Source: an optimization exercise on an open RTL-to-GDS flow (aim: small area). Production flows keep margins and buffers that such runs may drop.

== R ==
==> module lsort_detect, before the edit <==
module lsort_detect (
    input               clk,
    input               rst_n,
    input               in_valid,
    input        [ 1:0] in_channel,
    input        [11:0] in_data,
    output logic        out_valid,
    output logic [ 1:0] out_channel,
    output logic [10:0] out_data,
    output logic        out_spike,
    output logic [38:0] out_time
);
  localparam int NW = 23;   
  logic [1:0] ph;
  always_ff @(posedge clk or negedge rst_n)
    if (!rst_n) ph <= 2'd0;
    else ph <= ph + 2'd1;
  logic [1:0] dly;
  logic [3:1] ev;
  logic [11:0] ed1, ed2, ed3;
  assign dly = in_channel - ph;
  always_ff @(posedge clk or negedge rst_n)
    if (!rst_n) ev <= '0;
    else begin
      ev[1] <= in_valid && dly == 2'd3;
      ev[2] <= ev[1] || (in_valid && dly == 2'd2);
      ev[3] <= ev[2] || (in_valid && dly == 2'd1);
    end
  always_ff @(posedge clk) begin
    ed1 <= in_data;
    ed2 <= (in_valid && dly == 2'd2) ? in_data : ed1;
    ed3 <= (in_valid && dly == 2'd1) ? in_data : ed2;
  end
  logic pv;
  logic [11:0] x;
  assign pv = ev[3] || (in_valid && dly == 2'd0);
  assign x  = ev[3] ? ed3 : in_data;
  logic [23:0] flt0, flt1, flt2, flt3;   
  logic seen3;
  always_ff @(posedge clk or negedge rst_n)
    if (!rst_n) seen3 <= 1'b0;
    else if (pv && ph == 2'd3) seen3 <= 1'b1;
  logic [11:0] s1, s2, d;
  assign s1 = seen3 ? flt3[23:12] : 12'd0;
  assign s2 = seen3 ? flt3[11:0] : 12'd0;
  lsd_filter u_filter (
      .x (x),
      .s1(s1),
      .s2(s2),
      .d (d)
  );
  logic v1;
  logic [11:0] s2o;
  always_ff @(posedge clk or negedge rst_n)
    if (!rst_n) v1 <= 1'b0;
    else v1 <= pv;
  always_ff @(posedge clk) begin
    flt0 <= pv ? {d, s1} : flt3;
    flt1 <= flt0;
    flt2 <= flt1;
    flt3 <= flt2;
    s2o  <= s2;
  end
  logic [10:0] u;
  lsd_mag u_mag (
      .d (flt0[23:12]),
      .s2(s2o),
      .y (),
      .u (u)
  );
  logic v2;
  logic [10:0] u2;
  always_ff @(posedge clk or negedge rst_n)
    if (!rst_n) v2 <= 1'b0;
    else v2 <= v1;
  always_ff @(posedge clk) u2 <= u;
  logic [5:0] g;   
  assign g = (u2[10:6] != 0) ? 6'd63 : (u2[5:0] == 0) ? 6'd0 : u2[5:0] - 6'd1;
  logic [NW-1:0][5:0] win0, win1, win2, win3;
  always_ff @(posedge clk) begin
    win0 <= win3;
    win1 <= v2 ? {win0[NW-2:0], g} : win0;
    win2 <= win1;
    win3 <= win2;
  end
  logic [4:0] fill;
  always_ff @(posedge clk or negedge rst_n)
    if (!rst_n) fill <= '0;
    else if (v2 && ph == 2'd1 && fill != 5'd23) fill <= fill + 5'd1;
  logic [5:0] q;
  logic [NW-1:0] lt;
  logic [4:0] nlt;
  assign q = u2[10:5] - {5'd0, u2[4:0] == 5'd0};
  always_comb for (int j = 0; j < NW; j++) lt[j] = (5'(j) < fill) && (win0[j] < q);
  lsd_pop u_pop (
      .z  (lt),
      .cnt(nlt)   
  );
  assign out_valid = v2;
  assign out_data  = u2;
  assign out_spike = (u2 != 11'd0) && nlt[4];
  logic [40:0] cnt, cnt_carry;
  assign {out_time, out_channel} = cnt;
  always_comb begin
    cnt_carry[0] = v2;
    for (int b = 1; b < 41; b++) cnt_carry[b] = cnt_carry[b-1] & cnt[b-1];
  end
  always_ff @(posedge clk or negedge rst_n)
    if (!rst_n) cnt <= '0;
    else cnt <= cnt ^ cnt_carry;
endmodule
Settings: LEC_CHECK=0, CAP_MARGIN=20, CORE_MARGIN=2, CORE_UTILIZATION=40, CTS_CLUSTER_DIAMETER=100, CTS_CLUSTER_SIZE=30, SLEW_MARGIN=20; clock period 14.0 ns.
standard.sh (not shown) runs the stock make flow with config.mk's settings and CLKGATE_MAP_FILE= SYNTH_SCRIPT=/design/flow/synth_recipe.tcl, a recipe that flattens the netlist after the stock synthesis.
==> flow/flow/run.sh <==
#!/bin/bash
# Layout flow: the standard layout (standard.sh) with two changes:
#  - after the standard synthesis, fa_polarity.py picks the polarity of each
#    full adder so that fewer inverters sit between adders (the registers and
#    all other cells stay as synthesis made them);
#  - the port buffers are the smallest buffer cell.
# Each step's output goes to a log of its own here; the tools' own logs are
# under orfs/logs.
set -euo pipefail
export BUFFER_PORTS_ARGS="-buffer_cell sky130_fd_sc_hd__buf_1"
R=orfs/results/${FLOW_PLATFORM}/lsort_detect/base
bash standard.sh synth > flow_synth.log 2>&1
cp $R/1_2_yosys.v flow_yosys_standard.v
python3 flow/fa_polarity.py flow_yosys_standard.v $R/1_2_yosys.new.v > flow_fa_polarity.log 2>&1
# the edited netlist is newer than 1_synth.odb, so make rebuilds it from there
mv $R/1_2_yosys.new.v $R/1_2_yosys.v
bash standard.sh finish > flow_finish.log 2>&1
Other scripts of this flow, unchanged in this note and not shown: flow/flow/fa_polarity.py
Edits applied to the flow inputs when going from R to T:
diff --git a/flow/design.v b/flow/design.v
--- a/flow/design.v
+++ b/flow/design.v
@@ -493,13 +493,13 @@
     output logic        out_valid,
     output logic [ 1:0] out_channel,
     output logic [10:0] out_data,
     output logic        out_spike,
     output logic [38:0] out_time
 );
-  localparam int NW = 23;   
+  localparam int NS = 24;   
   logic [1:0] ph;
   always_ff @(posedge clk or negedge rst_n)
     if (!rst_n) ph <= 2'd0;
     else ph <= ph + 2'd1;
   logic [1:0] dly;
   logic [3:1] ev;
@@ -545,42 +545,51 @@
     flt1 <= flt0;
     flt2 <= flt1;
     flt3 <= flt2;
     s2o  <= s2;
   end
   logic [10:0] u;
+  logic [11:0] y;
+  logic [5:0] g;
   lsd_mag u_mag (
       .d (flt0[23:12]),
       .s2(s2o),
-      .y (),
+      .y (y),
       .u (u)
   );
-  logic v2;
-  logic [10:0] u2;
-  always_ff @(posedge clk or negedge rst_n)
-    if (!rst_n) v2 <= 1'b0;
-    else v2 <= v1;
-  always_ff @(posedge clk) u2 <= u;
-  logic [5:0] g;   
-  assign g = (u2[10:6] != 0) ? 6'd63 : (u2[5:0] == 0) ? 6'd0 : u2[5:0] - 6'd1;
-  logic [NW-1:0][5:0] win0, win1, win2, win3;
+  always_comb
+    if (y[11]) g = (&y[10:6]) ? ~y[5:0] : 6'd63;
+    else if (y[10:6] != 0) g = 6'd63;
+    else g = (y[5:0] == 0) ? 6'd0 : y[5:0] - 6'd1;
+  logic [NS-1:0][5:0] win0, win1, win2, win3;   
   always_ff @(posedge clk) begin
-    win0 <= win3;
-    win1 <= v2 ? {win0[NW-2:0], g} : win0;
+    win0[0] <= v1 ? g : win3[0];
+    for (int j = 1; j < NS - 1; j++) win0[j] <= v1 ? win3[j-1] : win3[j];
+    win0[NS-1] <= win3[NS-2];
+    win1 <= win0;
     win2 <= win1;
     win3 <= win2;
   end
   logic [4:0] fill;
   always_ff @(posedge clk or negedge rst_n)
     if (!rst_n) fill <= '0;
-    else if (v2 && ph == 2'd1 && fill != 5'd23) fill <= fill + 5'd1;
+    else if (v1 && ph == 2'd0 && fill != 5'd24) fill <= fill + 5'd1;
+  logic v2;
+  logic [10:0] u2;
+  always_ff @(posedge clk or negedge rst_n)
+    if (!rst_n) v2 <= 1'b0;
+    else v2 <= v1;
+  always_ff @(posedge clk) u2 <= u;
+  logic is3;
   logic [5:0] q;
-  logic [NW-1:0] lt;
+  logic [NS-1:1] lt;
   logic [4:0] nlt;
+  assign is3 = (ph == 2'd1);   
   assign q = u2[10:5] - {5'd0, u2[4:0] == 5'd0};
-  always_comb for (int j = 0; j < NW; j++) lt[j] = (5'(j) < fill) && (win0[j] < q);
+  always_comb
+    for (int j = 1; j < NS; j++) lt[j] = (5'(j) + {4'd0, is3} <= fill) && (win0[j] < q);
   lsd_pop u_pop (
       .z  (lt),
       .cnt(nlt)   
   );
   assign out_valid = v2;
   assign out_data  = u2;
[summary]
- Going from R to T, share of the core filled with cells in the final layout level; hold slack moved up; share of post-route cells with drive strength above 1 moved down; area overhead of the layout relative to synthesis moved up.
- Inverter count of the layout excluding clock inverters, T and R: larger value in T
- Post-cts repair resize count: R vs T — no meaningful difference
- Final cell count without fillers in T is 2.8% higher than in R
- When T is set beside R, its critical path data arrival time turns out to be 230 ps smaller.
Function was not checked in any run of this note: the RTL went through the layout flow alone.

separate check: timing with driven ports:
The results above use ideal ports. As a check the final layouts listed here were re-extracted and re-timed, cells and wires unchanged. Step 1 assumes that a clkbuf_16 drives the clock port and a buf_2 every other input. Step 2 moves the port delays by t, midway between the first and last clock arrival at a register: inputs arrive t later, outputs are due t later. That takes back most of the time a late clock gives input paths. Slacks: ideal ports / drivers / drivers and shift; pairs: ideal ports / drivers.
run	t (ns)	setup WS [ns]	hold WS [ns]	slew at the worst register clock pin (ns)	pins driven straight from the clock port
R	0.667	2.502 / 2.502 / 2.502	0.309 / 0.309 / 0.309	0.11 / 0.11	1
T	0.674	2.712 / 2.712 / 2.712	0.329 / 0.329 / 0.329	0.11 / 0.11	1
After both steps every run listed still meets setup and hold.
